Source: an optimization exercise on an open RTL-to-GDS flow (aim: small area). Production flows keep margins and buffers that such runs may drop.
RTL that was checked went through simulation tests only; none was proved equivalent to the original.
Function not checked in runs 1 and 3 to 5: the RTL went through the layout flow alone.
No activity file was given, so power comes from the tool's default toggle rates.

File: flow/run.sh
#!/bin/bash
# synth_recipe.tcl (not shown) runs the flow's synth.tcl, then flattens the netlist and writes it again
# the make line also repeats each setting of config.mk as NAME=value (left out here)
make -C /OpenROAD-flow-scripts/flow DESIGN_CONFIG=/design/flow/config.mk WORK_HOME=/design/flow/orfs CLKGATE_MAP_FILE= SYNTH_SCRIPT=/design/flow/synth_recipe.tcl finish
File: flow/config.mk
export PLATFORM = sky130hd
export DESIGN_NAME = router_top
export DESIGN_NICKNAME = router_top
export VERILOG_FILES = /design/flow/design.v
export SDC_FILE = /design/flow/constraint.sdc
export NUM_CORES = 4
export LEC_CHECK = 0
export ABC_AREA = 1
export CAP_MARGIN = 20
export CORE_MARGIN = 2
export CORE_UTILIZATION = 40
export SLEW_MARGIN = 20
File: flow/constraint.sdc
create_clock -name core_clock -period 5.0 [get_ports {clock}]
set_input_delay 1.0000 -clock core_clock [delete_from_list [all_inputs] [get_ports {clock}]]
set_output_delay 1.0000 -clock core_clock [all_outputs]
set_load 0.01 [all_outputs]
File: flow/design.v
module router_fsm(input clock,resetn,pkt_valid,fifo_full,fifo_empty_0,fifo_empty_1,fifo_empty_2,soft_reset_0,soft_reset_1,soft_reset_2,parity_done,low_pkt_valid,input[1:0]data_in, output write_enb_reg,detect_add,ld_state,laf_state,lfd_state,rst_int_reg,busy,output reg [1:0]temp);
parameter decode_address    =3'b000,
	  load_first_data   =3'b001,
	  load_data         =3'b010,
	  fifo_full_state   =3'b011,
	  load_after_full   =3'b100,
	  load_parity       =3'b101,
	  check_parity_error=3'b110,
	  wait_till_empty   =3'b111;
reg [2:0]ps,ns;
always@(posedge clock)
	if(!resetn)
		temp<=0;
	else if(ps==decode_address)
		temp<=data_in;
wire sel_empty = (data_in==2'b00) ? fifo_empty_0 : (data_in==2'b01) ? fifo_empty_1 : fifo_empty_2;
wire cur_empty = (temp==2'b00) ? fifo_empty_0 : (temp==2'b01) ? fifo_empty_1 : (temp==2'b10) ? fifo_empty_2 : 1'b0;
wire cur_sr    = (temp==2'b00) ? soft_reset_0 : (temp==2'b01) ? soft_reset_1 : (temp==2'b10) ? soft_reset_2 : 1'b0;
always@(posedge clock)
	if(!resetn || cur_sr)
		ps<=decode_address;
	else
		ps<=ns;
always@(*)
begin
	ns=ps;
	case(ps)
		decode_address:
			if(pkt_valid && data_in!=2'b11)
				ns = sel_empty ? load_first_data : wait_till_empty;
		load_first_data:
			ns=load_data;
		load_data:
			if(fifo_full)
				ns=fifo_full_state;
			else if(!pkt_valid)
				ns=load_parity;
		fifo_full_state:
			if(!fifo_full)
				ns=load_after_full;
		load_after_full:
			if(parity_done)
				ns=decode_address;
			else if(low_pkt_valid)
				ns=load_parity;
			else
				ns=load_data;
		load_parity:
			ns=check_parity_error;
		check_parity_error:
			ns = fifo_full ? fifo_full_state : decode_address;
		wait_till_empty:
			if(cur_empty)
				ns=load_first_data;
	endcase
end
assign detect_add = (ps==decode_address);
assign lfd_state  = (ps==load_first_data);
assign ld_state   = (ps==load_data);
assign busy = (ps!=decode_address) && (ps!=load_data);
assign write_enb_reg = (ps==load_data) || (ps==load_parity) || (ps==load_after_full);
assign laf_state = (ps==load_after_full);
assign rst_int_reg = (ps==check_parity_error);
endmodule
module router_sync(input clock,resetn,full_0,full_1,full_2,empty_0,empty_1,empty_2,write_enb_reg,read_enb_0,read_enb_1,read_enb_2,input[1:0]temp,output [2:0]write_enb,output vld_out_0,vld_out_1,vld_out_2,output fifo_full,output soft_reset_0,soft_reset_1,soft_reset_2);
assign fifo_full = (temp==2'b00) ? full_0 : (temp==2'b01) ? full_1 : (temp==2'b10) ? full_2 : 1'b0;
assign write_enb = write_enb_reg ? {temp==2'b10, temp==2'b01, temp==2'b00} : 3'b000;
assign vld_out_0 = ~empty_0;
assign vld_out_1 = ~empty_1;
assign vld_out_2 = ~empty_2;
router_wdog W0 (.clock(clock),.resetn(resetn),.vld(vld_out_0),.read_enb(read_enb_0),.soft_reset(soft_reset_0));
router_wdog W1 (.clock(clock),.resetn(resetn),.vld(vld_out_1),.read_enb(read_enb_1),.soft_reset(soft_reset_1));
router_wdog W2 (.clock(clock),.resetn(resetn),.vld(vld_out_2),.read_enb(read_enb_2),.soft_reset(soft_reset_2));
endmodule
module router_wdog(input clock,resetn,vld,read_enb,output reg soft_reset);
reg [4:0]count;
always@(posedge clock)
	if(!resetn || !vld || read_enb) begin
		count<=0;
		soft_reset<=0;
	end else if(count==5'd29) begin
		count<=0;
		soft_reset<=1;
	end else begin
		count<=count+1'b1;
		soft_reset<=0;
	end
endmodule
module router_reg(input clock,resetn,pkt_valid,fifo_full,rst_int_reg,detect_add,ld_state,laf_state,lfd_state,input[7:0]data_in,output reg err,parity_done,low_pkt_valid,output reg[7:0]dout);
reg[7:0]full_byte,parity_diff;
wire hdr_ld = detect_add && pkt_valid && data_in[1:0]!=2'b11;
always@(posedge clock)
	if(hdr_ld || (ld_state && !fifo_full))
		dout<=data_in;
	else if(laf_state)
		dout<=full_byte;
always@(posedge clock)
	if(ld_state && fifo_full)
		full_byte<=data_in;
always@(posedge clock)
	if(!resetn)
		parity_diff<=8'd0;
	else if(detect_add)
		parity_diff<= hdr_ld ? data_in : 8'd0;
	else if(ld_state)
		parity_diff<=parity_diff^data_in;
always@(posedge clock)
	if(!resetn || rst_int_reg)
		low_pkt_valid<=1'b0;
	else if(ld_state && !pkt_valid)
		low_pkt_valid<=1'b1;
always@(posedge clock)
	if(!resetn)
		parity_done<=1'b0;
	else if((ld_state && !fifo_full && !pkt_valid) || (laf_state && low_pkt_valid))
		parity_done<=1'b1;
	else if(detect_add)
		parity_done<=1'b0;
always@(posedge clock)
	if(!resetn)
		err<=1'b0;
	else if(parity_done)
		err<= |parity_diff;
endmodule
module router_fifo(input clock,resetn,soft_reset,write_enb,read_enb,input[7:0]data_in,output full,empty,output [7:0]data_out);
reg [3:0]wr_ptr,rd_ptr;
reg cleared;
reg [7:0]mem[15:0];
assign full  = (wr_ptr+4'd1)==rd_ptr;
assign empty = wr_ptr==rd_ptr;
always@(posedge clock)
	if(!full)
		mem[wr_ptr]<=data_in;
always@(posedge clock)
	if(!resetn || soft_reset)
		wr_ptr<=0;
	else if(write_enb && !full)
		wr_ptr<=wr_ptr+1'b1;
always@(posedge clock)
	if(!resetn || soft_reset) begin
		rd_ptr<=0;
		cleared<=1'b1;
	end else if(read_enb && !empty) begin
		rd_ptr<=rd_ptr+1'b1;
		cleared<=1'b0;
	end
reg [7:0]rdata;
integer j;
always@(*) begin
	rdata = 8'd0;
	for(j=0;j<16;j=j+1)
		if(rd_ptr==((j+1)&15) && !(j==15 && cleared))
			rdata = rdata | mem[j];
end
assign data_out = rdata;
endmodule
module router_top(input clock,resetn,read_enb_0,read_enb_1,read_enb_2,pkt_valid,input [7:0]data_in, output [7:0]data_out_0,data_out_1,data_out_2, output vld_out_0,vld_out_1,vld_out_2,err,busy);
wire [2:0]write_enb;
wire [7:0]dout;
wire [1:0]temp;
wire fifo_full,empty_0,empty_1,empty_2,full_0,full_1,full_2,soft_reset_0,soft_reset_1,soft_reset_2;
wire parity_done,low_pkt_valid,write_enb_reg,detect_add,ld_state,laf_state,lfd_state,rst_int_reg;
router_fsm FSM1 (.clock(clock),.resetn(resetn),.pkt_valid(pkt_valid),.fifo_full(fifo_full),
	.fifo_empty_0(empty_0),.fifo_empty_1(empty_1),.fifo_empty_2(empty_2),
	.soft_reset_0(soft_reset_0),.soft_reset_1(soft_reset_1),.soft_reset_2(soft_reset_2),
	.parity_done(parity_done),.low_pkt_valid(low_pkt_valid),.data_in(data_in[1:0]),
	.write_enb_reg(write_enb_reg),.detect_add(detect_add),.ld_state(ld_state),.laf_state(laf_state),
	.lfd_state(lfd_state),.rst_int_reg(rst_int_reg),.busy(busy),.temp(temp));
router_sync SYNC1 (.clock(clock),.resetn(resetn),.temp(temp),.full_0(full_0),.full_1(full_1),.full_2(full_2),
	.empty_0(empty_0),.empty_1(empty_1),.empty_2(empty_2),.write_enb_reg(write_enb_reg),
	.read_enb_0(read_enb_0),.read_enb_1(read_enb_1),.read_enb_2(read_enb_2),.write_enb(write_enb),
	.vld_out_0(vld_out_0),.vld_out_1(vld_out_1),.vld_out_2(vld_out_2),.fifo_full(fifo_full),
	.soft_reset_0(soft_reset_0),.soft_reset_1(soft_reset_1),.soft_reset_2(soft_reset_2));
router_reg REG1 (.clock(clock),.resetn(resetn),.pkt_valid(pkt_valid),.fifo_full(fifo_full),.rst_int_reg(rst_int_reg),
	.detect_add(detect_add),.ld_state(ld_state),.laf_state(laf_state),.lfd_state(lfd_state),.data_in(data_in),
	.err(err),.parity_done(parity_done),.low_pkt_valid(low_pkt_valid),.dout(dout));
router_fifo FIFO0 (.clock(clock),.resetn(resetn),.soft_reset(soft_reset_0),.write_enb(write_enb[0]),.read_enb(read_enb_0),.data_in(dout),.full(full_0),.empty(empty_0),.data_out(data_out_0));
router_fifo FIFO1 (.clock(clock),.resetn(resetn),.soft_reset(soft_reset_1),.write_enb(write_enb[1]),.read_enb(read_enb_1),.data_in(dout),.full(full_1),.empty(empty_1),.data_out(data_out_1));
router_fifo FIFO2 (.clock(clock),.resetn(resetn),.soft_reset(soft_reset_2),.write_enb(write_enb[2]),.read_enb(read_enb_2),.data_in(dout),.full(full_2),.empty(empty_2),.data_out(data_out_2));
endmodule
==> metrics.log, run 1 <==
INFO  metric clkLatencyLatePin = 0.59 ns
INFO  metric fin_tns_setup = 0 ns
INFO  metric h-tree-depth = 2
INFO  metric startpoint_type = flop
INFO  metric dp.cells = between 2000 and 2500
INFO  metric worst_clock_skew = 0.01997 ns
INFO  metric syn_area_per_cell = 12.36 sq um
INFO  metric grt_antenna_before_repair = 0
INFO  metric slew_violations = 0
INFO  metric die_area = ~0.048 sq mm
INFO  metric fin_cells = 2223
INFO  metric worst-endpoint-required = 4.00 ns
INFO  metric ir_drop = 0.0002790 V
INFO  metric asyncSetResetFlopFracSynth = 0%
INFO  metric cts_num_sinks = 461
INFO  metric final.period_utilization = approximately 80%
INFO  metric first_iter_violations = between 1000 and 1500
INFO  metric setup.worst_path.end = data_out_2[2]
INFO  metric holdPathStages = 1
INFO  metric place.port_buffers = 42
INFO  metric cts-root-buf = sky130_fd_sc_hd__clkbuf_16
INFO  metric finalNetCount = about 1600
INFO  metric startpoint = FIFO2.rd_ptr[0]$_SDFFE_PP0P_
INFO  metric netlist.top_cell.by_area = sky130_fd_sc_hd__edfxtp_1
INFO  metric post-cts-setup-buffers = 0
INFO  metric unrepaired_setup_endpoints_after_global_routing = no
INFO  metric initial_utilization = 40.60%
INFO  metric max_freq = 242.5 MHz
INFO  metric setup_viol_count_final = 0
INFO  metric grt-ovfl-total = 0
INFO  metric timing_worst_slew_pin_value = 1.031 ns
INFO  metric global_route.usage.total = between 10% and 20%
INFO  metric yosysUniqueCellTypes = 43
INFO  metric finalCriticalPeriod = just over 4 ns
INFO  metric worstPathMaxFanout = 7
INFO  metric design_power_total = 11.49 mW
INFO  metric row_count = between 70 and 80
INFO  metric ys.warnings.count = 4
INFO  metric grt_max_degree = 49
INFO  metric timing.rr.start = FIFO2.wr_ptr[0]$_SDFFE_PP0P_
INFO  metric cp.arrival = approximately 3.1 ns
INFO  metric hpwl_detailed = 29020 um
INFO  metric post_cts_hold_buffer_count = 0
INFO  metric power_leakage = roughly 7.5 nW
INFO  metric worst-setup-path-type = reg -> out
INFO  metric post_cts_resized = 0
INFO  metric clock_tree_buf_depth = 3
INFO  metric cts.reportedPaths.clkPinSlew = 0.06 ns
INFO  metric ios = 43
INFO  metric drt_drc_violations_left = 0
INFO  metric slew_headroom = 31.02%
INFO  metric antenna_left = 0
INFO  metric die_h = 218.9 um
INFO  metric synth_nets = 1538
INFO  metric power_per_cell_area = 545.8 mW/mm^2
INFO  metric outcome = finished clean
INFO  metric grt_first_pass_wirelength = 69260 um
INFO  metric grt_pass1_vias = 11680
INFO  metric finalHoldViolations = 0
INFO  metric die_width = about 220 um
INFO  metric synth-edff-count = 400
INFO  metric antenna-diode-count = 0
INFO  metric finish.instance_area = 0.02106 sq mm
INFO  metric worst_hold_slack = 0.4659 ns
INFO  metric endpoint_of_the_most_critical_register_to_register_path = REG1.dout[3]$_DFFE_PP_
INFO  metric holdCritPathClass = reg -> reg
INFO  metric routed_wl = roughly 45000 um
INFO  metric ys_top_cells_by_count = sky130_fd_sc_hd__edfxtp_1 (400), sky130_fd_sc_hd__nand2_1 (322), sky130_fd_sc_hd__nor2_1 (159)
INFO  metric wl_per_cell = 20.26 um
INFO  metric maxCapViolCount = 0
INFO  metric ys_dominant_reg_cell = sky130_fd_sc_hd__edfxtp_1
INFO  metric drt_first_pass_iters = 5
INFO  metric final_layout_size_suffix_gt1_share = about 6.4%
INFO  metric placed_area = 0.01964 sq mm
INFO  metric detail_route.vias_per_cell = between 5 and 6
INFO  metric yosysMostFrequentCell = sky130_fd_sc_hd__edfxtp_1
INFO  metric regToRegSetupSlack = roughly 2.1 ns
INFO  metric route.vias.total = approximately 12000
INFO  metric gpl.final_weighted_congestion = a little over 0.9
INFO  metric area_growth_syn_to_layout = 14.05%
INFO  metric reg2regPathDepth = 12
INFO  metric mappedNetlistArea = roughly 0.018 sq mm
INFO  metric cts_buffers = 48
INFO  metric cts_tree = built
INFO  metric coreArea = 0.04548 sq mm
INFO  metric crit_path_end_kind = output pin
INFO  metric ys_top_cells_by_area = sky130_fd_sc_hd__edfxtp_1 (65%), sky130_fd_sc_hd__dfxtp_1 (6.6%), sky130_fd_sc_hd__nand2_1 (6.5%), sky130_fd_sc_hd__nor2_1 (3.2%), sky130_fd_sc_hd__inv_1 (2.6%)
INFO  metric share_of_synthesized_area_occupied_by_flip_flops_and_latches = a little under three quarters
INFO  metric postSynthRegisterBits = about 460
INFO  metric yosys.area.top_type_share = approximately two thirds
INFO  metric synthCells = 1494
flip-flops by register name, summed over array words and instances, names as in the netlist, 5 cells and up:
name / flops
REG1.dout: 8
SYNC1.W0.count: 5
FIFO2.mem: 128
REG1.parity_diff: 8
FIFO1.mem: 128
SYNC1.W1.count: 5
SYNC1.W2.count: 5
FIFO0.mem: 128
REG1.full_byte: 8
worst max-delay path: stages, from the launching register on:
cell and delay [ns]:
sky130_fd_sc_hd__dfxtp_1 0.40, sky130_fd_sc_hd__inv_1 0.11, sky130_fd_sc_hd__ha_1 0.28, sky130_fd_sc_hd__nand2_1 0.14
sky130_fd_sc_hd__inv_1 0.18, sky130_fd_sc_hd__a221oi_1 0.64, sky130_fd_sc_hd__nand4_1 0.26, sky130_fd_sc_hd__clkdlybuf4s50_1 0.54
layout make-up:
cell class                 count  area [sq um]
tap                          600         750.7
timing repair buffer          50         480.5
clock buffer                  64          1271
inverter                     142         534.3
multi-input combinational    882          4638
sequential                   461         13230
clock inverter                24         152.6
fill                        4166         24420
cells by family (layout without fill, tap and decap cells):
kind of cell / after synthesis / count (layout) / synth area share (%)
fa+ha+maj: 30 / 30 / 2.033
simple gates: 624 / 624 / 14.21
xor+xnor: 11 / 11 / 0.5218
buf+inv: 151 / 280 / 3.219
flops: 461 / 461 / 71.66
compound gates: 217 / 217 / 8.355
through the flow:
stage                     utilization, %  worst slack [ns]
after global routing               46.31            0.6579
final                              46.31            0.8764
after global placement             43.18             1.471
after detailed placement           43.18             1.461
after CTS                          46.31            0.8194
after floorplan                        -             2.431
how the worst min path moves through the flow:
stage,start,end,slack [ns]
final,SYNC1.W1.count[0]$_SDFF_PP0_,SYNC1.W1.count[0]$_SDFF_PP0_,0.47
after global routing,FIFO0.cleared$_SDFFE_PP1P_,FIFO0.cleared$_SDFFE_PP1P_,0.50
after CTS,FIFO0.cleared$_SDFFE_PP1P_,FIFO0.cleared$_SDFFE_PP1P_,0.47
after detailed placement,FIFO0.cleared$_SDFFE_PP1P_,FIFO0.cleared$_SDFFE_PP1P_,0.46
after global placement,FIFO0.cleared$_SDFFE_PP1P_,FIFO0.cleared$_SDFFE_PP1P_,0.44
after floorplan,FIFO0.cleared$_SDFFE_PP1P_,FIFO0.cleared$_SDFFE_PP1P_,0.42
report_power, final:
part	internal, mW	switching (mW)	leakage (nW)
clock network	1.84	1.47	0.703
logic	0.778	2.06	2.64
registers	5.15	0.202	4.13
routing by layer:
layer / up-vias / share of wire (%) / global-route usage (%)
met2: 396 / 47 / 31.29
met3: 75 / 6.2 / 3.326
li1: 5559 / - / -
met1: 5818 / 44 / 26.07
met5: - / 0 / 0
met4: 0 / 2.6 / 6.284
layout by cell type (no fill, tap or decap), types with 4 or more instances in the layout:
cell and instances:
sky130_fd_sc_hd__a211oi_1 22, sky130_fd_sc_hd__a21oi_1 39, sky130_fd_sc_hd__a221oi_1 48, sky130_fd_sc_hd__a22o_1 34, sky130_fd_sc_hd__a22oi_1 7, sky130_fd_sc_hd__buf_4 8
sky130_fd_sc_hd__clkbuf_1 15, sky130_fd_sc_hd__clkbuf_16 48, sky130_fd_sc_hd__clkdlybuf4s50_1 42, sky130_fd_sc_hd__clkinv_1 11, sky130_fd_sc_hd__clkinv_2 12, sky130_fd_sc_hd__dfxtp_1 61
sky130_fd_sc_hd__edfxtp_1 400, sky130_fd_sc_hd__ha_1 30, sky130_fd_sc_hd__inv_1 130, sky130_fd_sc_hd__inv_2 9, sky130_fd_sc_hd__nand2_1 322, sky130_fd_sc_hd__nand3_1 83
sky130_fd_sc_hd__nand3_2 4, sky130_fd_sc_hd__nand4_1 34, sky130_fd_sc_hd__nor2_1 159, sky130_fd_sc_hd__nor3_1 6, sky130_fd_sc_hd__nor4_1 4, sky130_fd_sc_hd__o21ai_0 43
sky130_fd_sc_hd__o21ai_2 8, sky130_fd_sc_hd__o2bb2ai_1 5, sky130_fd_sc_hd__xor2_1 8
==> inputs of run 2 (changes only) <==
--- a/flow/design.v
+++ b/flow/design.v
@@ -146,11 +146,4 @@
 	end
-reg [7:0]rdata;
-integer j;
-always@(*) begin
-	rdata = 8'd0;
-	for(j=0;j<16;j=j+1)
-		if(rd_ptr==((j+1)&15) && !(j==15 && cleared))
-			rdata = rdata | mem[j];
-end
-assign data_out = rdata;
+wire [3:0]last_rd = rd_ptr-4'd1;
+assign data_out = cleared ? 8'd0 : mem[last_rd];
 endmodule
--- a/flow/config.mk
+++ b/flow/config.mk
@@ -7,3 +7,2 @@
 export LEC_CHECK = 0
-export ABC_AREA = 1
 export CAP_MARGIN = 20
==> run 2 against run 1 <==
Clock skew shrank 0.0071 ns. Count of clock-buffer cells in the layout shrank 1. Routed wire length shrank 14%. Worst hold slack gained 0.0032 ns. Clock power grew 7.6%. Die area grew 3.2%. Combinational power shrank about 10%. First-iteration DRC count shrank 38%. Fmax shrank 10%. Worst setup slack lost 0.47 ns. Largest power group unchanged. Highest routed layer unchanged.
==> metrics.log, run 2 <==
INFO  metric ys.warnings.count = 4 (unchanged)
INFO  metric routed_wl = 38910 um (-14%)
INFO  metric wl_per_cell = 21.12 um (+4.3%)
INFO  metric yosysUniqueCellTypes = 54 (+26%)
INFO  metric fin_cells = 1842 (-17%)
INFO  metric crit_path_end_kind = output pin
INFO  metric syn_area_per_cell = 17.07 sq um (+38%)
INFO  metric timing.critical_path.slowest_stage_cell = sky130_fd_sc_hd__ha_1
INFO  metric max_freq = 217.8 MHz (-10%)
INFO  metric grt_max_degree = 49 (unchanged)
INFO  metric worst_clock_skew = 0.01289 ns (-0.007082 ns)
INFO  metric synthCells = 1117 (-25%)
INFO  metric slew_violations = 0 (unchanged)
INFO  metric antenna-diode-count = 0 (unchanged)
INFO  metric cts.reportedPaths.clkPinSlew = 0.06 ns (about the same)
INFO  metric grt-ovfl-total = 0 (unchanged)
INFO  metric slew_headroom = 32.70% (+1.7 points)
INFO  metric final_common_cell = sky130_fd_sc_hd__edfxtp_1
INFO  metric route.vias.total = 9977 (-16%)
INFO  metric hpwl_detailed = 24160 um (-17%)
INFO  metric startpoint = FIFO0.rd_ptr[1]$_SDFFE_PP0P_
INFO  metric dp.cells = 1754 (-18%)
INFO  metric final_layout_size_suffix_gt1_share = 19.40% (+13 points)
INFO  metric grt_pass1_vias = 10070 (-14%)
INFO  metric place.port_buffers = 42 (unchanged)
INFO  metric use_met1 = 21.56% (-4.5 points)
INFO  metric setup_slack = 0.4096 ns (-0.4668 ns)
INFO  metric ys_top_cells_by_count = sky130_fd_sc_hd__edfxtp_1 (400), sky130_fd_sc_hd__mux4_2 (96), sky130_fd_sc_hd__nor2_1 (75)
INFO  metric coreArea = 0.04745 sq mm (+4.3%)
INFO  metric fin_tns_setup = 0 ns (unchanged)
INFO  metric finalNetCount = 1227 (-25%)
INFO  metric yosys.area.top_type_share = 62.98% (-2.1 points)
INFO  metric use_met3 = 3.518% (+0.19 points)
INFO  metric post_cts_hold_buffer_count = 0 (unchanged)
INFO  metric worst-endpoint-required = 4.00 ns (about the same)
INFO  metric ys_top_cells_by_area = sky130_fd_sc_hd__edfxtp_1 (63%), sky130_fd_sc_hd__mux4_2 (11%), sky130_fd_sc_hd__dfxtp_1 (6.4%), sky130_fd_sc_hd__a211oi_1 (2.0%), sky130_fd_sc_hd__mux2i_1 (1.8%)
INFO  metric timing.rr.start = FIFO0.rd_ptr[0]$_SDFFE_PP0P_
INFO  metric clock_tree_buf_depth = 3 (unchanged)
INFO  metric cts_buffers = 48 (unchanged)
INFO  metric power_per_cell_area = 516.1 mW/mm^2 (-5.4%)
INFO  metric setup.worst_path.end = data_out_0[1]
INFO  metric endpoint_of_the_most_critical_register_to_register_path = REG1.dout[0]$_DFFE_PP_
INFO  metric power_leakage = 6.874 nW (-8.0%)
INFO  metric yosysMostFrequentCell = sky130_fd_sc_hd__edfxtp_1
INFO  metric initial_utilization = 40.20% (-0.41 points)
INFO  metric regToRegSetupSlack = 1.99 ns (-0.15 ns)
INFO  metric design_power_total = 11.32 mW (-1.5%)
INFO  metric timing_worst_slew_pin_value = 1.006 ns (-0.02510 ns)
INFO  metric postSynthRegisterBits = 461 (unchanged)
INFO  metric ys_dominant_reg_cell = sky130_fd_sc_hd__edfxtp_1
INFO  metric asyncSetResetFlopFracSynth = 0% (unchanged)
INFO  metric outcome = finished clean
INFO  metric unrepaired_setup_endpoints_after_global_routing = no
INFO  metric crit_buf_inv = 3 (unchanged)
INFO  metric synth_nets = 1155 (-25%)
INFO  metric ios = 43 (unchanged)
INFO  metric detail_route.vias_per_cell = 5.416 (+1.6%)
INFO  metric antenna_left = 0 (unchanged)
INFO  metric drt_drc_violations_left = 0 (unchanged)
INFO  metric place_worst_setup_slack = 1.002 ns (-0.4594 ns)
INFO  metric grt_antenna_before_repair = 0 (unchanged)
INFO  metric mappedNetlistArea = 0.01907 sq mm (+3.3%)
INFO  metric maxCapViolCount = 0 (unchanged)
INFO  metric finalCriticalPeriod = 4.590 ns (+0.4668 ns)
INFO  metric die_area = 0.04944 sq mm (+3.2%)
INFO  metric share_of_synthesized_area_occupied_by_flip_flops_and_latches = 69.39% (-2.3 points)
INFO  metric setup_viol_count_final = 0 (unchanged)
INFO  metric netlist.top_cell.by_area = sky130_fd_sc_hd__edfxtp_1
INFO  metric cp.arrival = 3.59 ns (+0.47 ns)
INFO  metric holdCritPathClass = reg -> reg
INFO  metric drt_first_pass_iters = 5 (unchanged)
INFO  metric synth-edff-count = 400 (unchanged)
INFO  metric die_width = 222.4 um (+1.6%)
INFO  metric worst-setup-path-type = reg -> out
INFO  metric global_route.usage.total = 15.95% (-3.2 points)
INFO  metric cts_tree = built
INFO  metric grt_first_pass_wirelength = 60120 um (-13%)
INFO  metric ir_drop = 0.0002647 V (-5.1%)
INFO  metric final.period_utilization = 91.81% (+9.3 points)
INFO  metric critical_path.cell_chain = inv_1, ha_1, buf_4, mux4_2, mux2i_1, a211oi_1, clkdlybuf4s50_1
INFO  metric finalHoldViolations = 0 (unchanged)
INFO  metric post-cts-setup-buffers = 0 (unchanged)
INFO  metric die_h = 222.4 um (+1.6%)
INFO  metric worstPathMaxFanout = 13 (+6)
INFO  metric largest_delay_share_family_worst_path = buffers and inverters
INFO  metric area_growth_syn_to_layout = 14.99%
INFO  metric row_count = 80 (+2.6%)
INFO  metric holdPathStages = 1 (unchanged)
INFO  metric startpoint_type = flop
INFO  metric gpl.final_weighted_congestion = 0.7926 (-13%)
INFO  metric layout.cells.most_common_list = sky130_fd_sc_hd__edfxtp_1 (400), sky130_fd_sc_hd__mux4_2 (96), sky130_fd_sc_hd__nor2_1 (75), sky130_fd_sc_hd__dfxtp_1 (58), sky130_fd_sc_hd__a211oi_1 (50)
INFO  metric global_route.peak_usage_layer = met2
INFO  metric cts-root-buf = sky130_fd_sc_hd__clkbuf_16
INFO  metric crit_path_max_incr_delay = 0.68 ns (+0.04 ns)
INFO  metric top_regs = FIFO0.mem (128), FIFO1.mem (128), FIFO2.mem (128)
INFO  metric cp_num_cells = 7 (unchanged)
INFO  metric h-tree-depth = 2 (unchanged)
INFO  metric first_iter_violations = 691 (-38%)
INFO  metric post_cts_resized = 0 (unchanged)
INFO  metric clkLatencyLatePin = 0.58 ns (about the same)
INFO  metric reg2regPathDepth = 8 (-4)
INFO  metric cts_num_sinks = 461 (unchanged)
INFO  metric met2_usage = 26.07% (-5.2 points)
-- run 2: cell types whose count changed after synthesis, sizes merged, moves of 28 or more --
cell,change
a211oi,+28
a21oi,-28
a221oi,-48
a22o,-34
buf,+31
inv,-112
mux2i,+35
mux4,+96
nand2,-289
nand3,-66
nor2,-88
nor2b,+29
o21ai,-47
xnor2,+34
-- run 2: worst min-delay path by stage --
stage	start	end	slack, ns
2_1_floorplan	SYNC1.W0.count[0]$_SDFF_PP0_	SYNC1.W0.count[0]$_SDFF_PP0_	0.43
3_3_place_gp	SYNC1.W0.count[0]$_SDFF_PP0_	SYNC1.W0.count[0]$_SDFF_PP0_	0.45
3_5_place_dp	SYNC1.W1.count[0]$_SDFF_PP0_	SYNC1.W1.count[0]$_SDFF_PP0_	0.45
4_1_cts	SYNC1.W1.count[0]$_SDFF_PP0_	SYNC1.W1.count[0]$_SDFF_PP0_	0.47
5_1_grt	SYNC1.W0.count[0]$_SDFF_PP0_	SYNC1.W0.count[0]$_SDFF_PP0_	0.49
6_report	SYNC1.W1.count[0]$_SDFF_PP0_	SYNC1.W1.count[0]$_SDFF_PP0_	0.47
-- run 2: per-stage QoR --
stage          utilization, %  cell area [sq um]  hold WS [ns]
3_5_place_dp            42.87              20340        0.4544
4_1_cts                 46.22              21930        0.4691
5_1_grt                 46.22              21930        0.4925
2_1_floorplan               -              19070        0.4334
6_report                46.22              21930        0.4691
3_3_place_gp            42.87              20340        0.4452
-- run 2: worst reg2reg max path, cell delays in order (launching register included) --
cell	delay [ns]
sky130_fd_sc_hd__dfxtp_2	0.32
sky130_fd_sc_hd__buf_4	0.55
sky130_fd_sc_hd__xnor2_1	0.24
sky130_fd_sc_hd__nand4b_1	0.17
sky130_fd_sc_hd__o22ai_1	0.09
sky130_fd_sc_hd__buf_4	0.21
sky130_fd_sc_hd__nand2_1	0.16
sky130_fd_sc_hd__nand4b_1	0.16
sky130_fd_sc_hd__a21oi_1	0.74
-- run 2: cell families (layout without fill, tap and decap cells) --
kind of cell,after synthesis,count (layout),share of synthesized area [%]
fa+ha+maj,24,24,1.575
buf+inv,89,199,2.034
compound gates,110,110,4.311
flops,461,461,69.39
xor+xnor,54,54,2.519
simple gates,239,239,6.469
mux,140,140,13.71
-- run 2: metal layers --
metal / up-vias / routed length, um
li1: 4533 / -
met2: 239 / 18870
met1: 5151 / 17100
met4: 0 / 904
met3: 54 / 2030
met5: - / 0
-- run 2: layout make-up --
type	count	area, sq um
fill	4077	25520
sequential	461	13240
multi-input combinational	567	5498
clock buffer	63	1329
tap	615	769.5
timing repair buffer	84	735.7
clock inverter	25	260.3
inverter	27	101.3
-- run 2: where the power goes --
part           internal (mW)  switching (mW)
logic                  0.999            1.54
clock network           2.09            1.47
registers               4.95           0.274
total                   8.04            3.28
==> inputs of run 3 (changes only) <==
--- a/flow/design.v
+++ b/flow/design.v
@@ -76,13 +76,10 @@
 reg [4:0]count;
+wire last = count[4] & ~count[2] & ~count[1] & ~count[0];
 always@(posedge clock)
-	if(!resetn || !vld || read_enb) begin
+	if(!resetn || !vld || read_enb || last)
 		count<=0;
-		soft_reset<=0;
-	end else if(count==5'd29) begin
-		count<=0;
-		soft_reset<=1;
-	end else begin
-		count<=count+1'b1;
-		soft_reset<=0;
-	end
+	else
+		count<={count[3:0], ~(count[4]^count[2])};
+always@(posedge clock)
+	soft_reset <= resetn && vld && !read_enb && last;
 endmodule
@@ -146,4 +143,11 @@
 	end
-wire [3:0]last_rd = rd_ptr-4'd1;
-assign data_out = cleared ? 8'd0 : mem[last_rd];
+reg [7:0]rdata;
+integer j;
+always@(*) begin
+	rdata = 8'd0;
+	for(j=0;j<16;j=j+1)
+		if(rd_ptr==((j+1)&15) && !(j==15 && cleared))
+			rdata = rdata | mem[j];
+end
+assign data_out = rdata;
 endmodule
--- a/flow/config.mk
+++ b/flow/config.mk
@@ -7,5 +7,8 @@
 export LEC_CHECK = 0
+export ABC_AREA = 1
 export CAP_MARGIN = 20
 export CORE_MARGIN = 2
-export CORE_UTILIZATION = 40
+export CORE_UTILIZATION = 60
+export CTS_CLUSTER_DIAMETER = 80
+export CTS_CLUSTER_SIZE = 30
 export SLEW_MARGIN = 20
==> run 3 against run 2 <==
Fmax rose by 5.3%. Clock skew rose by 0.0052 ns. Clock power fell by 47%. First-iteration DRC count rose by 77%. Still clean on timing, DRC and antenna. Critical path depth rose by 2. Highest routed layer unchanged. Flip-flop and latch count did not move. Largest power group unchanged.
==> metrics.log, run 3 <==
INFO  metric largest_delay_share_family_worst_path = compound AO/OA/AOI/OAI gates
INFO  metric worst-setup-path-type = reg -> out
INFO  metric utilization = 65.42% (+19 points)
INFO  metric grt_first_pass_wirelength = 61830 um (+2.8%)
INFO  metric slew_violations = 0 (unchanged)
INFO  metric post_cts_resized = 0 (unchanged)
INFO  metric clkLatencyLatePin = 0.53 ns (-0.05 ns)
INFO  metric die_area = 0.03200 sq mm (-35%)
INFO  metric power_leakage = 6.987 nW (+1.6%)
INFO  metric outcome = finished clean
INFO  metric top_regs = FIFO0.mem (128), FIFO1.mem (128), FIFO2.mem (128)
INFO  metric first_iter_violations = 1220 (+77%)
INFO  metric hpwl_detailed = 26920 um (+11%)
INFO  metric die_width = 178.9 um (-20%)
INFO  metric synth_nets = 1529 (+32%)
INFO  metric worst_clock_skew = 0.01805 ns (+0.005154 ns)
INFO  metric grt_antenna_before_repair = 0 (unchanged)
INFO  metric timing.critical_path.slowest_stage_cell = sky130_fd_sc_hd__a2111oi_0
INFO  metric ys_top_cells_by_area = sky130_fd_sc_hd__edfxtp_1 (65%), sky130_fd_sc_hd__nand2_1 (7.4%), sky130_fd_sc_hd__dfxtp_1 (6.7%), sky130_fd_sc_hd__nor2_1 (3.2%), sky130_fd_sc_hd__a221oi_1 (3.0%)
INFO  metric grt_pass1_vias = 10820 (+7.4%)
INFO  metric initial_utilization = 60.47% (+20 points)
INFO  metric cts_buffers = 19 (-60%)
INFO  metric finalCriticalPeriod = 4.359 ns (-0.2316 ns)
INFO  metric antenna-diode-count = 0 (unchanged)
INFO  metric final_common_cell = sky130_fd_sc_hd__edfxtp_1
INFO  metric finalNetCount = 1595 (+30%)
INFO  metric area_growth_syn_to_layout = 8.195%
INFO  metric critical_path.cell_chain = inv_1, ha_1, inv_1, nor2_1, nand2_1, nand3_1, a2111oi_0, nand3_1, clkdlybuf4s50_1
INFO  metric cp.arrival = 3.36 ns (-0.23 ns)
INFO  metric h-tree-depth = 1 (-1)
INFO  metric routed_wl = 40870 um (+5.0%)
INFO  metric share_of_synthesized_area_occupied_by_flip_flops_and_latches = 72.11% (+2.7 points)
INFO  metric crit_path_max_incr_delay = 0.88 ns (+0.20 ns)
INFO  metric route.vias.total = 11310 (+13%)
INFO  metric die_h = 178.9 um (-20%)
INFO  metric final_layout_size_suffix_gt1_share = 5.683% (-14 points)
INFO  metric fin_tns_setup = 0 ns (unchanged)
INFO  metric maxCapViolCount = 0 (unchanged)
INFO  metric ys_dominant_reg_cell = sky130_fd_sc_hd__edfxtp_1
INFO  metric global_route.usage.total = 25.75% (+9.8 points)
INFO  metric row_count = 64 (-20%)
INFO  metric cts.reportedPaths.clkPinSlew = 0.11 ns (+0.05 ns)
INFO  metric wl_per_cell = 20.83 um (-1.4%)
INFO  metric setup_viol_count_final = 0 (unchanged)
INFO  metric yosysMostFrequentCell = sky130_fd_sc_hd__edfxtp_1
INFO  metric post_cts_hold_buffer_count = 0 (unchanged)
INFO  metric mappedNetlistArea = 0.01835 sq mm (-3.8%)
INFO  metric clock_tree_buf_depth = 3 (unchanged)
INFO  metric detail_route.vias_per_cell = 5.766 (+6.4%)
INFO  metric grt_max_degree = 49 (unchanged)
INFO  metric ios = 43 (unchanged)
INFO  metric cts_tree = built
INFO  metric synthCells = 1488 (+33%)
INFO  metric antenna_left = 0 (unchanged)
INFO  metric grt-ovfl-total = 0 (unchanged)
INFO  metric crit_buf_inv = 3 (unchanged)
INFO  metric drt_first_pass_iters = 6 (+1)
INFO  metric final.period_utilization = 87.17% (-4.6 points)
INFO  metric synth-edff-count = 400 (unchanged)
INFO  metric netlist.top_cell.by_area = sky130_fd_sc_hd__edfxtp_1
INFO  metric asyncSetResetFlopFracSynth = 0% (unchanged)
INFO  metric holdCritPathClass = reg -> reg
INFO  metric finalHoldViolations = 0 (unchanged)
INFO  metric power_per_cell_area = 509.6 mW/mm^2 (-1.3%)
INFO  metric startpoint_type = flop
INFO  metric gpl.final_weighted_congestion = 0.8949 (+13%)
INFO  metric drt_drc_violations_left = 0 (unchanged)
INFO  metric design_power_total = 10.12 mW (-11%)
INFO  metric worstPathMaxFanout = 8 (-5)
INFO  metric ys_top_cells_by_count = sky130_fd_sc_hd__edfxtp_1 (400), sky130_fd_sc_hd__nand2_1 (361), sky130_fd_sc_hd__nor2_1 (155)
INFO  metric postSynthRegisterBits = 461 (unchanged)
INFO  metric timing_worst_slew_pin_value = 1.031 ns (+0.02491 ns)
INFO  metric yosysUniqueCellTypes = 40 (-26%)
INFO  metric cts-root-buf = sky130_fd_sc_hd__clkbuf_16
INFO  metric post-cts-setup-buffers = 0 (unchanged)
INFO  metric ys.warnings.count = 4 (unchanged)
INFO  metric place.port_buffers = 42 (unchanged)
INFO  metric slew_headroom = 29.51% (-3.2 points)
INFO  metric worst-endpoint-required = 4.00 ns (about the same)
INFO  metric layout.cells.most_common_list = sky130_fd_sc_hd__edfxtp_1 (400), sky130_fd_sc_hd__nand2_1 (361), sky130_fd_sc_hd__nor2_1 (155), sky130_fd_sc_hd__inv_1 (121), sky130_fd_sc_hd__a221oi_1 (62)
INFO  metric max_freq = 229.4 MHz (+5.3%)
INFO  metric syn_area_per_cell = 12.33 sq um (-28%)
INFO  metric coreArea = 0.03035 sq mm (-36%)
INFO  metric ir_drop = 0.0003896 V (+47%)
INFO  metric unrepaired_setup_endpoints_after_global_routing = no
INFO  metric crit_path_end_kind = output pin
INFO  metric yosys.area.top_type_share = 65.45% (+2.5 points)
INFO  metric cts_num_sinks = 461 (unchanged)
==> run 3: cell types whose count changed in the layout (fill, tap and decap cells not counted), sizes merged, moves of 36 or more <==
cell    change
o21ai      +39
nor2       +87
mux4       -96
inv       +111
nand3      +42
a211oi     -45
xnor2      -36
a221oi     +62
nand2     +336
==> run 3: where the power goes <==
| part | internal, mW | switching (mW) |
|---|---|---|
| sequential | 5.15 | 0.183 |
| clock | 0.782 | 1.12 |
| combinational | 0.831 | 2.06 |
==> run 3: final cells by class <==
class                   count  area [sq um]
fillers                  2352         10490
repair buffers             51         488.0
clock buffers              29         513.0
well taps                 396         495.5
flip-flops and latches    461         13230
clock inverters             4         48.80
multi-input cells         879          4542
inverters                 142         535.5
==> run 3: tightest hold or removal path, cell delays in order (launching register included) <==
cell and delay [ns]:
sky130_fd_sc_hd__dfxtp_1 0.31, sky130_fd_sc_hd__inv_1 0.04, sky130_fd_sc_hd__nor2_1 0.03
==> run 3: kinds of logic after synthesis <==
| logic type | Yosys count | share of synthesized area [%] |
|---|---|---|
| compound gates | 191 | 7.473 |
| buf+inv | 148 | 3.143 |
| fa+ha+maj | 27 | 1.841 |
| simple gates | 656 | 15.20 |
| xor+xnor | 5 | 0.2386 |
| flops | 461 | 72.11 |
==> run 3: worst paths after layout <==
check                                                   from                            to  slack (ns)  cells past startpoint
worst min-delay path            SYNC1.W0.count[3]$_SDFF_PP0_  SYNC1.W0.count[4]$_SDFF_PP0_        0.42                      2
worst max-delay path            FIFO1.rd_ptr[1]$_SDFFE_PP0P_                 data_out_1[0]        0.64                      9
worst max register to register  FIFO1.wr_ptr[0]$_SDFFE_PP0P_     FIFO1.mem[5][4]$_DFFE_PP_        2.30                      8
worst min register to register  SYNC1.W0.count[3]$_SDFF_PP0_  SYNC1.W0.count[4]$_SDFF_PP0_        0.42                      2
==> run 3: metal layers <==
metal / wire length (um) / vias to the layer above / track usage [%]
met5: 0 / - / 0
met4: 919 / 0 / 5.996
met3: 2542 / 55 / 2.969
met2: 18890 / 373 / 40.66
met1: 18520 / 5459 / 38.74
li1: - / 5425 / -
==> run 3: per-stage QoR <==
stage	area (sq um)	std cells	hold slack (ns)	setup slack, ns
4_1_cts	19860	1962	0.4190	0.7249
3_3_place_gp	19290	1929	0.3994	1.439
5_1_grt	19860	1962	0.4406	0.5645
2_1_floorplan	18350	1488	0.3936	2.469
3_5_place_dp	19290	1929	0.4036	1.328
6_report	19860	1962	0.4171	0.6413
==> inputs of run 4 (changes only) <==
--- a/flow/config.mk
+++ b/flow/config.mk
@@ -11,4 +11,5 @@
 export CORE_UTILIZATION = 60
-export CTS_CLUSTER_DIAMETER = 80
-export CTS_CLUSTER_SIZE = 30
+export CTS_BUF_LIST = sky130_fd_sc_hd__clkbuf_8
+export CTS_CLUSTER_DIAMETER = 60
+export CTS_CLUSTER_SIZE = 20
 export SLEW_MARGIN = 20
==> run 4 against run 3 <==
Still clean. Core utilization is 0.56 points higher. First-iteration DRC count grew 8.3%. Global-route usage increased by 0.19 points. Critical path depth unchanged. Critical path type unchanged.
==> metrics.log, run 4 <==
INFO  metric outcome = finished clean
INFO  metric fillCellCount = 2341 (-0.47%)
INFO  metric die_h = 178.9 um (unchanged)
INFO  metric timing.critical_path.slowest_stage_cell = sky130_fd_sc_hd__a2111oi_0
INFO  metric fin_cells = 1991 (+1.5%)
INFO  metric power_leakage = 7.091 nW (+1.5%)
INFO  metric layout.cells.most_common_list = sky130_fd_sc_hd__edfxtp_1 (400), sky130_fd_sc_hd__nand2_1 (361), sky130_fd_sc_hd__nor2_1 (155), sky130_fd_sc_hd__inv_1 (124), sky130_fd_sc_hd__a221oi_1 (62)
INFO  metric finalHoldViolations = 0 (unchanged)
INFO  metric slew_violations = 0 (unchanged)
INFO  metric share_of_synthesized_area_occupied_by_flip_flops_and_latches = 72.11% (unchanged)
INFO  metric postSynthRegisterBits = 461 (unchanged)
INFO  metric post_cts_hold_buffer_count = 0 (unchanged)
INFO  metric dp.cells = 1929 (unchanged)
INFO  metric h-tree-depth = 2 (+1)
INFO  metric power_per_cell_area = 514.7 mW/mm^2 (+0.99%)
INFO  metric utilization = 65.98% (+0.56 points)
INFO  metric ir_drop = 0.0004817 V (+24%)
INFO  metric fin_tns_setup = 0 ns (unchanged)
INFO  metric netlist.top_cell.by_area = sky130_fd_sc_hd__edfxtp_1
INFO  metric synth_nets = 1529 (unchanged)
INFO  metric first_iter_violations = 1321 (+8.3%)
INFO  metric area_growth_syn_to_layout = 9.116%
INFO  metric yosysMostFrequentCell = sky130_fd_sc_hd__edfxtp_1
INFO  metric cts_tree = built
INFO  metric cp.arrival = 3.48 ns (+0.12 ns)
INFO  metric synth-edff-count = 400 (unchanged)
INFO  metric mappedNetlistArea = 0.01835 sq mm (unchanged)
INFO  metric routed_wl = 40890 um (about the same)
INFO  metric coreArea = 0.03035 sq mm (unchanged)
INFO  metric maxCapViolCount = 0 (unchanged)
INFO  metric worst_hold_slack = 0.4196 ns (+0.002539 ns)
INFO  metric hpwl_detailed = 26920 um (unchanged)
INFO  metric finalCriticalPeriod = 4.482 ns (+0.1234 ns)
INFO  metric clkLatencyLatePin = 0.56 ns (+0.03 ns)
INFO  metric grt_max_degree = 49 (unchanged)
INFO  metric worstPathMaxFanout = 8 (unchanged)
INFO  metric yosysUniqueCellTypes = 40 (unchanged)
INFO  metric die_area = 0.03200 sq mm (unchanged)
INFO  metric top_regs = FIFO0.mem (128), FIFO1.mem (128), FIFO2.mem (128)
INFO  metric post_cts_resized = 0 (unchanged)
INFO  metric finalNetCount = 1611 (+1.0%)
INFO  metric antenna-diode-count = 0 (unchanged)
INFO  metric drt_drc_violations_left = 0 (unchanged)
INFO  metric wl_per_cell = 20.53 um (-1.4%)
INFO  metric cts_buffers = 35 (+16)
INFO  metric max_freq = 223.1 MHz (-2.8%)
INFO  metric initial_utilization = 60.47% (unchanged)
INFO  metric worst-setup-path-type = reg -> out
INFO  metric grt-ovfl-total = 0 (unchanged)
INFO  metric startpoint_type = flop
INFO  metric place.port_buffers = 42 (unchanged)
INFO  metric ys.warnings.count = 4 (unchanged)
INFO  metric post-cts-setup-buffers = 0 (unchanged)
INFO  metric route.vias.total = 11460 (+1.3%)
INFO  metric timing_worst_slew_pin_value = 1.122 ns (+0.09139 ns)
INFO  metric critical_path.cell_chain = inv_1, ha_1, inv_1, nor2_1, nand2_1, nand3_1, a2111oi_0, nand3_1, clkdlybuf4s50_1
INFO  metric detail_route.vias_per_cell = 5.754 (-0.20%)
INFO  metric grt_first_pass_wirelength = 62080 um (+0.40%)
INFO  metric row_count = 64 (unchanged)
INFO  metric slew_headroom = 23.26% (-6.3 points)
INFO  metric antenna_left = 0 (unchanged)
INFO  metric cts-root-buf = sky130_fd_sc_hd__clkbuf_8
INFO  metric syn_area_per_cell = 12.33 sq um (unchanged)
INFO  metric die_width = 178.9 um (unchanged)
INFO  metric unrepaired_setup_endpoints_after_global_routing = no
INFO  metric ys_dominant_reg_cell = sky130_fd_sc_hd__edfxtp_1
INFO  metric crit_path_end_kind = output pin
INFO  metric grt_pass1_vias = 11000 (+1.7%)
INFO  metric setup_viol_count_final = 0 (unchanged)
INFO  metric ys_top_cells_by_count = sky130_fd_sc_hd__edfxtp_1 (400), sky130_fd_sc_hd__nand2_1 (361), sky130_fd_sc_hd__nor2_1 (155)
INFO  metric ios = 43 (unchanged)
INFO  metric gpl.final_weighted_congestion = 0.8949 (unchanged)
INFO  metric clock_tree_buf_depth = 3 (unchanged)
INFO  metric final_common_cell = sky130_fd_sc_hd__edfxtp_1
INFO  metric global_route.usage.total = 25.94% (+0.19 points)
INFO  metric drt_first_pass_iters = 5 (-1)
INFO  metric crit_path_max_incr_delay = 0.96 ns (+0.08 ns)
INFO  metric final.period_utilization = 89.64% (+2.5 points)
INFO  metric design_power_total = 10.31 mW (+1.9%)
INFO  metric holdCritPathClass = reg -> reg
INFO  metric final_layout_size_suffix_gt1_share = 7.586% (+1.9 points)
INFO  metric yosys.area.top_type_share = 65.45% (unchanged)
INFO  metric worst-endpoint-required = 4.00 ns (about the same)
INFO  metric grt_antenna_before_repair = 0 (unchanged)
INFO  metric synthCells = 1488 (unchanged)
INFO  metric worst_clock_skew = 0.02295 ns (+0.004901 ns)
INFO  metric ys_top_cells_by_area = sky130_fd_sc_hd__edfxtp_1 (65%), sky130_fd_sc_hd__nand2_1 (7.4%), sky130_fd_sc_hd__dfxtp_1 (6.7%), sky130_fd_sc_hd__nor2_1 (3.2%), sky130_fd_sc_hd__a221oi_1 (3.0%)
INFO  metric cts.reportedPaths.clkPinSlew = 0.11 ns (about the same)
INFO  metric asyncSetResetFlopFracSynth = 0% (unchanged)
INFO  metric cts_num_sinks = 461 (unchanged)
-- run 4: cell counts after synthesis --
No cell type changed its count.
-- run 4: stage by stage --
step                setup slack (ns)  area [sq um]
finish                        0.5179         20020
global route                  0.5285         20020
CTS                           0.6859         20020
detailed placement             1.328         19290
global placement               1.439         19290
floorplan                      2.469         18350
-- run 4: final timing paths --
check | from | end | slack (ns) | cells past startpoint
setup / recovery | FIFO1.rd_ptr[1]$_SDFFE_PP0P_ | data_out_1[0] | 0.52 | 9
hold / removal | SYNC1.W0.count[3]$_SDFF_PP0_ | SYNC1.W0.count[4]$_SDFF_PP0_ | 0.42 | 2
setup reg to reg | FIFO1.wr_ptr[0]$_SDFFE_PP0P_ | FIFO1.mem[5][2]$_DFFE_PP_ | 2.32 | 8
hold reg to reg | SYNC1.W0.count[3]$_SDFF_PP0_ | SYNC1.W0.count[4]$_SDFF_PP0_ | 0.42 | 2
-- run 4: metal layers --
metal	wire length, um	up-vias	part of all wire (%)	track usage [%]
met2	18900	404	46	40.80
met4	906	0	2.2	6.944
li1	-	5474	-	-
met3	2788	67	6.8	3.435
met1	18290	5511	45	38.49
met5	0	-	0	0
-- run 4: worst max-delay path: cells and delay by family, from the launching register on --
kind | cells | cell delay (ns)
AO/OA/AOI/OAI | 1 | 0.96
buffers and inverters | 3 | 0.77
AND/OR/NAND/NOR | 4 | 0.50
flip-flops | 1 | 0.46
adder cells (fa/ha/maj) | 1 | 0.22
-- run 4: cell families after synthesis --
kind of cell	Yosys count	synth area share [%]
simple gates	656	15.20
xor+xnor	5	0.2386
buf+inv	148	3.143
compound gates	191	7.473
fa+ha+maj	27	1.841
flops	461	72.11
-- run 4: final cells by class --
class                   instances  area, sq um  share of cell area, %
multi-input cells             879         4542                  22.68
repair buffers                 51        488.0                  2.437
flip-flops and latches        461        13230                  66.08
well taps                     396        495.5                  2.474
inverters                     142        535.5                  2.674
clock inverters                27        249.0                  1.243
clock buffers                  35        481.7                  2.406
-- run 4: power breakdown --
part	switching [mW]	total (mW)	internal [mW]
sequential	0.183	5.33	5.15
combinational	2.05	2.88	0.831
clock	1.27	2.09	0.818
total	3.51	10.3	6.80
==> inputs of run 5 (changes only) <==
--- a/flow/design.v
+++ b/flow/design.v
@@ -122,32 +122,40 @@
 module router_fifo(input clock,resetn,soft_reset,write_enb,read_enb,input[7:0]data_in,output full,empty,output [7:0]data_out);
-reg [3:0]wr_ptr,rd_ptr;
+reg [3:0]count;
 reg cleared;
 reg [7:0]mem[15:0];
-assign full  = (wr_ptr+4'd1)==rd_ptr;
-assign empty = wr_ptr==rd_ptr;
+integer i;
+assign full  = count==4'd15;
+assign empty = count==4'd0;
+wire wr = write_enb && !full;
+wire rd = read_enb && !empty;
 always@(posedge clock)
-	if(!full)
-		mem[wr_ptr]<=data_in;
+	if(wr) begin
+		mem[0]<=data_in;
+		for(i=1;i<16;i=i+1)
+			mem[i]<=mem[i-1];
+	end
 always@(posedge clock)
 	if(!resetn || soft_reset)
-		wr_ptr<=0;
-	else if(write_enb && !full)
-		wr_ptr<=wr_ptr+1'b1;
+		count<=0;
+	else if(wr && !rd)
+		count<=count+1'b1;
+	else if(rd && !wr)
+		count<=count-1'b1;
 always@(posedge clock)
-	if(!resetn || soft_reset) begin
-		rd_ptr<=0;
+	if(!resetn || soft_reset)
 		cleared<=1'b1;
-	end else if(read_enb && !empty) begin
-		rd_ptr<=rd_ptr+1'b1;
+	else if(rd)
 		cleared<=1'b0;
+wire [3:0]sa = 4'b1 << count[1:0];
+wire [3:0]sb = (4'b1 << count[3:2]) & {4{~cleared}};
+reg [7:0]r,t; integer j,k;
+always@(*) begin
+	r=0;
+	for(k=0;k<4;k=k+1) begin
+		t=0;
+		for(j=0;j<4;j=j+1) t = t | ({8{sa[j]}} & mem[4*k+j]);
+		r = r | ({8{sb[k]}} & t);
 	end
-reg [7:0]rdata;
-integer j;
-always@(*) begin
-	rdata = 8'd0;
-	for(j=0;j<16;j=j+1)
-		if(rd_ptr==((j+1)&15) && !(j==15 && cleared))
-			rdata = rdata | mem[j];
 end
-assign data_out = rdata;
+assign data_out = r;
 endmodule
--- a/flow/config.mk
+++ b/flow/config.mk
@@ -7,3 +7,2 @@
 export LEC_CHECK = 0
-export ABC_AREA = 1
 export CAP_MARGIN = 20
@@ -11,5 +10,4 @@
 export CORE_UTILIZATION = 60
-export CTS_BUF_LIST = sky130_fd_sc_hd__clkbuf_8
-export CTS_CLUSTER_DIAMETER = 60
-export CTS_CLUSTER_SIZE = 20
+export CTS_CLUSTER_DIAMETER = 80
+export CTS_CLUSTER_SIZE = 30
 export SLEW_MARGIN = 20
==> run 5 against run 4 <==
Still clean on timing, DRC and antenna. Cell count fell by 35%. Total power rose by 3.9%. Flip-flop and latch count fell by 12. Critical path depth fell by 4. Die area fell by 3.5%. Worst hold slack improved by 0.029 ns. Sequential power rose by 14%. Via count fell by 29%. Critical path type unchanged. Critical endpoint is now data_out_1[7].
==> metrics.log, run 5 <==
INFO  metric synth-edff-count = 400 (unchanged)
INFO  metric hold_path_startpoint = FIFO1.mem[4][7]$_DFFE_PP_
INFO  metric ys_dominant_reg_cell = sky130_fd_sc_hd__edfxtp_1
INFO  metric top_regs = FIFO0.mem (128), FIFO1.mem (128), FIFO2.mem (128)
INFO  metric initial_utilization = 61.34% (+0.87 points)
INFO  metric layout.cells.most_common_list = sky130_fd_sc_hd__edfxtp_1 (400), sky130_fd_sc_hd__mux4_2 (119), sky130_fd_sc_hd__dfxtp_1 (46), sky130_fd_sc_hd__clkdlybuf4s50_1 (42)
INFO  metric first_iter_violations = 895 (-32%)
INFO  metric finalCriticalPeriod = 4.331 ns (-0.1509 ns)
INFO  metric timing.rr.start = FSM1.ps[1]$_SDFFE_PP0P_
INFO  metric global_route.usage.total = 19.67% (-6.3 points)
INFO  metric h-tree-depth = 1 (-1)
INFO  metric synthCells = 868 (-42%)
INFO  metric placed_area = 0.01860 sq mm (-3.6%)
INFO  metric grt_max_degree = 88 (+80%)
INFO  metric ys.warnings.count = 5 (+1)
INFO  metric row_count = 62 (-3.1%)
INFO  metric startpoint_type = flop
INFO  metric power_leakage = 5.926 nW (-16%)
INFO  metric worst_clock_skew = 0.01119 ns (-0.01176 ns)
INFO  metric outcome = finished clean
INFO  metric timing_worst_slew_pin_value = 1.056 ns (-0.06588 ns)
INFO  metric grt_pass1_vias = 8233 (-25%)
INFO  metric yosysUniqueCellTypes = 56 (+40%)
INFO  metric max_freq = 230.9 MHz (+3.5%)
INFO  metric cts_num_sinks = 449 (-2.6%)
INFO  metric post_cts_hold_buffer_count = 0 (unchanged)
INFO  metric detail_route.vias_per_cell = 6.235 (+8.4%)
INFO  metric cts.reportedPaths.clkPinSlew = 0.11 ns (about the same)
INFO  metric fin_tns_setup = 0 ns (unchanged)
INFO  metric place.port_buffers = 42 (unchanged)
INFO  metric asyncSetResetFlopFracSynth = 0% (unchanged)
INFO  metric worst-setup-path-type = reg -> out
INFO  metric ys_top_cells_by_area = sky130_fd_sc_hd__edfxtp_1 (68%), sky130_fd_sc_hd__mux4_2 (15%), sky130_fd_sc_hd__dfxtp_1 (5.5%), sky130_fd_sc_hd__nor2b_1 (1.1%), sky130_fd_sc_hd__ha_1 (0.85%)
INFO  metric antenna-diode-count = 0 (unchanged)
INFO  metric clkLatencyLatePin = 0.52 ns (-0.04 ns)
INFO  metric die_h = 175.8 um (-1.7%)
INFO  metric reg2regPathDepth = 12 (+4)
INFO  metric ir_drop = 0.0003191 V (-34%)
INFO  metric cts_tree = built
INFO  metric yosysMostFrequentCell = sky130_fd_sc_hd__edfxtp_1
INFO  metric yosys.area.top_type_share = 67.85% (+2.4 points)
INFO  metric ios = 43 (unchanged)
INFO  metric cp.arrival = 3.33 ns (-0.15 ns)
INFO  metric finish.instance_area = 0.01916 sq mm (-4.3%)
INFO  metric mappedNetlistArea = 0.01770 sq mm (-3.5%)
INFO  metric setup_viol_count_final = 0 (unchanged)
INFO  metric final_layout_size_suffix_gt1_share = 21.18% (+14 points)
INFO  metric holdCritPathClass = reg -> reg
INFO  metric coreArea = 0.02886 sq mm (-4.9%)
INFO  metric post-cts-setup-buffers = 0 (unchanged)
INFO  metric design_power_total = 10.70 mW (+3.9%)
INFO  metric cts_buffers = 19 (-46%)
INFO  metric cts-root-buf = sky130_fd_sc_hd__clkbuf_16
INFO  metric syn_area_per_cell = 20.39 sq um (+65%)
INFO  metric final.period_utilization = 86.62% (-3.0 points)
INFO  metric synth_nets = 897 (-41%)
INFO  metric finalHoldViolations = 0 (unchanged)
INFO  metric grt-ovfl-total = 0 (unchanged)
INFO  metric area_growth_syn_to_layout = 8.220%
INFO  metric worstPathMaxFanout = 22 (+14)
INFO  metric ys_top_cells_by_count = sky130_fd_sc_hd__edfxtp_1 (400), sky130_fd_sc_hd__mux4_2 (119), sky130_fd_sc_hd__dfxtp_1 (49)
INFO  metric die_area = 0.03089 sq mm (-3.5%)
INFO  metric maxCapViolCount = 0 (unchanged)
INFO  metric antenna_left = 0 (unchanged)
INFO  metric share_of_synthesized_area_occupied_by_flip_flops_and_latches = 73.40% (+1.3 points)
INFO  metric crit_path_end_kind = output pin
INFO  metric drt_drc_violations_left = 0 (unchanged)
INFO  metric routed_wl = 29560 um (-28%)
INFO  metric gpl.final_weighted_congestion = 0.8049 (-10%)
INFO  metric postSynthRegisterBits = 449 (-2.6%)
INFO  metric grt_antenna_before_repair = 2 (+2)
INFO  metric route.vias.total = 8106 (-29%)
INFO  metric wl_per_cell = 22.74 um (+11%)
INFO  metric clock_tree_buf_depth = 3 (unchanged)
INFO  metric finalNetCount = 935 (-42%)
INFO  metric grt_first_pass_wirelength = 47320 um (-24%)
INFO  metric netlist.top_cell.by_area = sky130_fd_sc_hd__edfxtp_1
INFO  metric hpwl_detailed = 18310 um (-32%)
INFO  metric post_cts_resized = 0 (unchanged)
INFO  metric slew_headroom = 29.59% (+6.3 points)
INFO  metric slew_violations = 0 (unchanged)
INFO  metric worst-endpoint-required = 4.00 ns (about the same)
INFO  metric unrepaired_setup_endpoints_after_global_routing = no
INFO  metric startpoint = FIFO1.count[0]$_SDFFE_PP0P_
INFO  metric utilization = 66.38% (+0.41 points)
INFO  metric drt_first_pass_iters = 5 (unchanged)
INFO  metric final_common_cell = sky130_fd_sc_hd__edfxtp_1
INFO  metric power_per_cell_area = 558.7 mW/mm^2 (+8.6%)
INFO  metric die_width = 175.8 um (-1.7%)
INFO  metric holdPathStages = 0 (-2)
==> run 5: stage by stage <==
stage	hold WS [ns]	worst slack (ns)	std cells
6_report	0.4485	0.6688	1300
4_1_cts	0.4507	0.5871	1300
3_5_place_dp	0.4286	1.175	1269
5_1_grt	0.4603	0.4455	1300
2_1_floorplan	0.4057	-1.652	868
3_3_place_gp	0.4154	1.176	1269
==> run 5: critical path: stages (launching register included) <==
cell	delay, ns
sky130_fd_sc_hd__dfxtp_2	0.84
sky130_fd_sc_hd__buf_4	0.33
sky130_fd_sc_hd__mux4_1	0.56
sky130_fd_sc_hd__mux4_2	0.45
sky130_fd_sc_hd__nor2b_1	0.14
sky130_fd_sc_hd__clkdlybuf4s50_1	0.50
==> run 5: path summary, 6_finish.rpt <==
path	slack [ns]	endpoint
setup / recovery	0.67	data_out_1[7]
hold / removal	0.45	FIFO1.mem[5][7]$_DFFE_PP_
setup reg to reg	1.42	FIFO0.count[3]$_SDFFE_PP0P_
hold reg to reg	0.45	FIFO1.mem[5][7]$_DFFE_PP_
==> run 5: layer usage <==
| metal | global-route usage, % | share of wire [%] |
|---|---|---|
| met5 | 0 | 0 |
| met4 | 4.063 | 1.9 |
| met3 | 2.338 | 4.3 |
| met2 | 31.09 | 48 |
| met1 | 30.46 | 46 |
==> run 5: final cells by class <==
type | count | area (sq um)
Clock buffer | 27 | 505.5
Clock inverter | 4 | 56.30
Fill cell | 1926 | 9701
Inverter | 12 | 45.04
Multi-Input combinational cell | 365 | 4501
Sequential cell | 449 | 13000
Tap cell | 384 | 480.5
Timing Repair Buffer | 59 | 573.1
==> run 5: logic make-up after synthesis <==
family | Yosys count | share of synthesized area (%)
AOI/OAI and AO/OA | 72 | 2.735
xor gates and xnor gates | 9 | 0.4453
adders and majority gates | 15 | 1.187
buffers and inverters | 54 | 1.633
DFF | 449 | 73.40
muxes | 135 | 16.19
and+or+nand+nor | 134 | 4.410
==> run 5: power breakdown <==
group / leakage [nW] / total [mW] / internal (mW) / switching, mW
registers: 4.05 / 6.05 / 5.27 / 0.779
clock network: 0.271 / 1.85 / 0.781 / 1.07
logic: 1.61 / 2.80 / 1.56 / 1.24
total: 5.93 / 10.7 / 7.61 / 3.09
==> inputs of run 6 (changes only) <==
--- a/flow/design.v
+++ b/flow/design.v
@@ -148,14 +148,8 @@
 		cleared<=1'b0;
-wire [3:0]sa = 4'b1 << count[1:0];
-wire [3:0]sb = (4'b1 << count[3:2]) & {4{~cleared}};
-reg [7:0]r,t; integer j,k;
-always@(*) begin
-	r=0;
-	for(k=0;k<4;k=k+1) begin
-		t=0;
-		for(j=0;j<4;j=j+1) t = t | ({8{sa[j]}} & mem[4*k+j]);
-		r = r | ({8{sb[k]}} & t);
-	end
-end
-assign data_out = r;
+wire [7:0]q0 = count[1] ? (count[0]?mem[3]:mem[2]) : (count[0]?mem[1]:mem[0]);
+wire [7:0]q1 = count[1] ? (count[0]?mem[7]:mem[6]) : (count[0]?mem[5]:mem[4]);
+wire [7:0]q2 = count[1] ? (count[0]?mem[11]:mem[10]) : (count[0]?mem[9]:mem[8]);
+wire [7:0]q3 = count[1] ? (count[0]?mem[15]:mem[14]) : (count[0]?mem[13]:mem[12]);
+wire [7:0]r = count[3] ? (count[2]?q3:q2) : (count[2]?q1:q0);
+assign data_out = cleared ? 8'd0 : r;
 endmodule
==> run 6 against run 5 <==
Still clean. First-iteration DRC count shrank 7.4%. Non-clock buffer count fell by 2. Sequential power fell by 5.3%. Worst setup slack worse by 0.072 ns. Register-to-register slack improved by 0.07 ns. Die area decreased by 0.11%. Clock skew grew 0.013 ns. Combinational power decreased by 2%. Sequential share of layout area hardly changed. Highest routed layer is now met5.
==> metrics.log, run 6 <==
INFO  metric outcome = finished clean
INFO  metric grt_first_pass_wirelength = 47840 um (+1.1%)
INFO  metric utilization = 66.36% (about the same)
INFO  metric finalNetCount = 948 (+1.4%)
INFO  metric die_h = 175.7 um (about the same)
INFO  metric cts-root-buf = sky130_fd_sc_hd__clkbuf_16
INFO  metric drt_drc_violations_left = 0 (unchanged)
INFO  metric post-cts-setup-buffers = 0 (unchanged)
INFO  metric layout.cells.most_common_list = sky130_fd_sc_hd__edfxtp_1 (400), sky130_fd_sc_hd__mux4_2 (113), sky130_fd_sc_hd__dfxtp_1 (45), sky130_fd_sc_hd__clkdlybuf4s50_1 (42)
INFO  metric route.vias.total = 8176 (+0.86%)
INFO  metric dp.cells = 1282 (+1.0%)
INFO  metric die_area = 0.03086 sq mm (-0.11%)
INFO  metric initial_utilization = 61.27% (-0.069 points)
INFO  metric fillCellCount = 1900 (-1.3%)
INFO  metric grt_max_degree = 73 (-17%)
INFO  metric global_route.usage.total = 19.76% (+0.085 points)
INFO  metric cts_buffers = 19 (unchanged)
INFO  metric ios = 43 (unchanged)
INFO  metric holdPathStages = 1 (+1)
INFO  metric yosysMostFrequentCell = sky130_fd_sc_hd__edfxtp_1
INFO  metric ys.warnings.count = 5 (unchanged)
INFO  metric grt_pass1_vias = 8433 (+2.4%)
INFO  metric yosys.area.top_type_share = 67.93% (+0.077 points)
INFO  metric cts.reportedPaths.clkPinSlew = 0.11 ns (about the same)
INFO  metric yosysUniqueCellTypes = 54 (-3.6%)
INFO  metric die_width = 175.7 um (about the same)
INFO  metric h-tree-depth = 1 (unchanged)
INFO  metric slew_violations = 0 (unchanged)
INFO  metric finalHoldViolations = 0 (unchanged)
INFO  metric clock_tree_buf_depth = 3 (unchanged)
INFO  metric asyncSetResetFlopFracSynth = 0% (unchanged)
INFO  metric top_regs = FIFO0.mem (128), FIFO1.mem (128), FIFO2.mem (128)
INFO  metric ys_top_cells_by_count = sky130_fd_sc_hd__edfxtp_1 (400), sky130_fd_sc_hd__mux4_2 (113), sky130_fd_sc_hd__dfxtp_1 (49)
INFO  metric timing.rr.start = FSM1.ps[1]$_SDFFE_PP0P_
[run 6: cell types whose count changed after synthesis, moves of 3 or more]
cell	delta
sky130_fd_sc_hd__a211oi_1	+13
sky130_fd_sc_hd__nand3_1	+4
sky130_fd_sc_hd__mux2i_1	+4
sky130_fd_sc_hd__buf_4	-3
sky130_fd_sc_hd__buf_1	+6
sky130_fd_sc_hd__mux4_2	-6
sky130_fd_sc_hd__a21boi_0	+3
[run 6: path summary, 6_finish.rpt]
path	endpoint
max	data_out_0[4]
min	SYNC1.W2.count[4]$_SDFF_PP0_
max reg2reg	FIFO1.mem[4][1]$_DFFE_PP_
min reg2reg	SYNC1.W2.count[4]$_SDFF_PP0_
[run 6: report_power, final]
group          switching [mW]  leakage, nW  internal (mW)
Sequential              0.692         4.04           5.04
Combinational            1.29         1.55           1.46
Clock                    1.08        0.288          0.805
[run 6: logic make-up after synthesis]
family	synth area share [%]
flip-flops	73.48
AND/OR/NAND/NOR	4.224
buffers and inverters	1.656
adder cells (fa/ha/maj)	1.189
XOR/XNOR	0.4458
multiplexers	15.59
AO/OA/AOI/OAI	3.418
[run 6: metrics by stage]
| step | setup WS [ns] | TNS, ns | area, sq um |
|---|---|---|---|
| global placement | 1.074 | 0 | 18560 |
| CTS | 0.4771 | 0 | 19150 |
| finish | 0.5965 | 0 | 19150 |
| detailed placement | 1.092 | 0 | 18560 |
| global route | 0.3141 | 0 | 19150 |
| floorplan | -1.721 | -133.78 | 17780 |
[run 6: layout make-up]
type / instances / area [sq um] / share of cell area [%]
clock inverters: 5 / 68.82 / 0.3594
multi-input cells: 379 / 4486 / 23.42
repair buffers: 57 / 545.5 / 2.849
well taps: 384 / 480.5 / 2.509
inverters: 13 / 48.80 / 0.2548
clock buffers: 29 / 523.0 / 2.731
flip-flops and latches: 449 / 13000 / 67.87
[run 6: routing by layer]
metal | GRT usage, % | up-vias | part of all wire, %
met5 | 0 | - | 0.044
met4 | 3.685 | 2 | 1.8
met3 | 2.554 | 33 | 4.2
met2 | 30.91 | 186 | 48
met1 | 30.90 | 4310 | 46
li1 | - | 3645 | -
[run 6: worst max-delay path, stage by stage, from the launching register on]
cell	delay (ns)
sky130_fd_sc_hd__dfxtp_2	0.92
sky130_fd_sc_hd__buf_4	0.39
sky130_fd_sc_hd__mux4_2	0.52
sky130_fd_sc_hd__nor2b_1	0.14
sky130_fd_sc_hd__a211oi_1	0.26
sky130_fd_sc_hd__a211oi_1	0.10
sky130_fd_sc_hd__clkdlybuf4s50_1	0.54

Setup slack of run 6, layout unchanged: 0.596 ns with ideal ports, 0.548 ns with driving cells assumed (clock clkbuf_16, inputs buf_2), 1.124 ns with port delays also shifted by the 0.576 ns mid clock arrival.
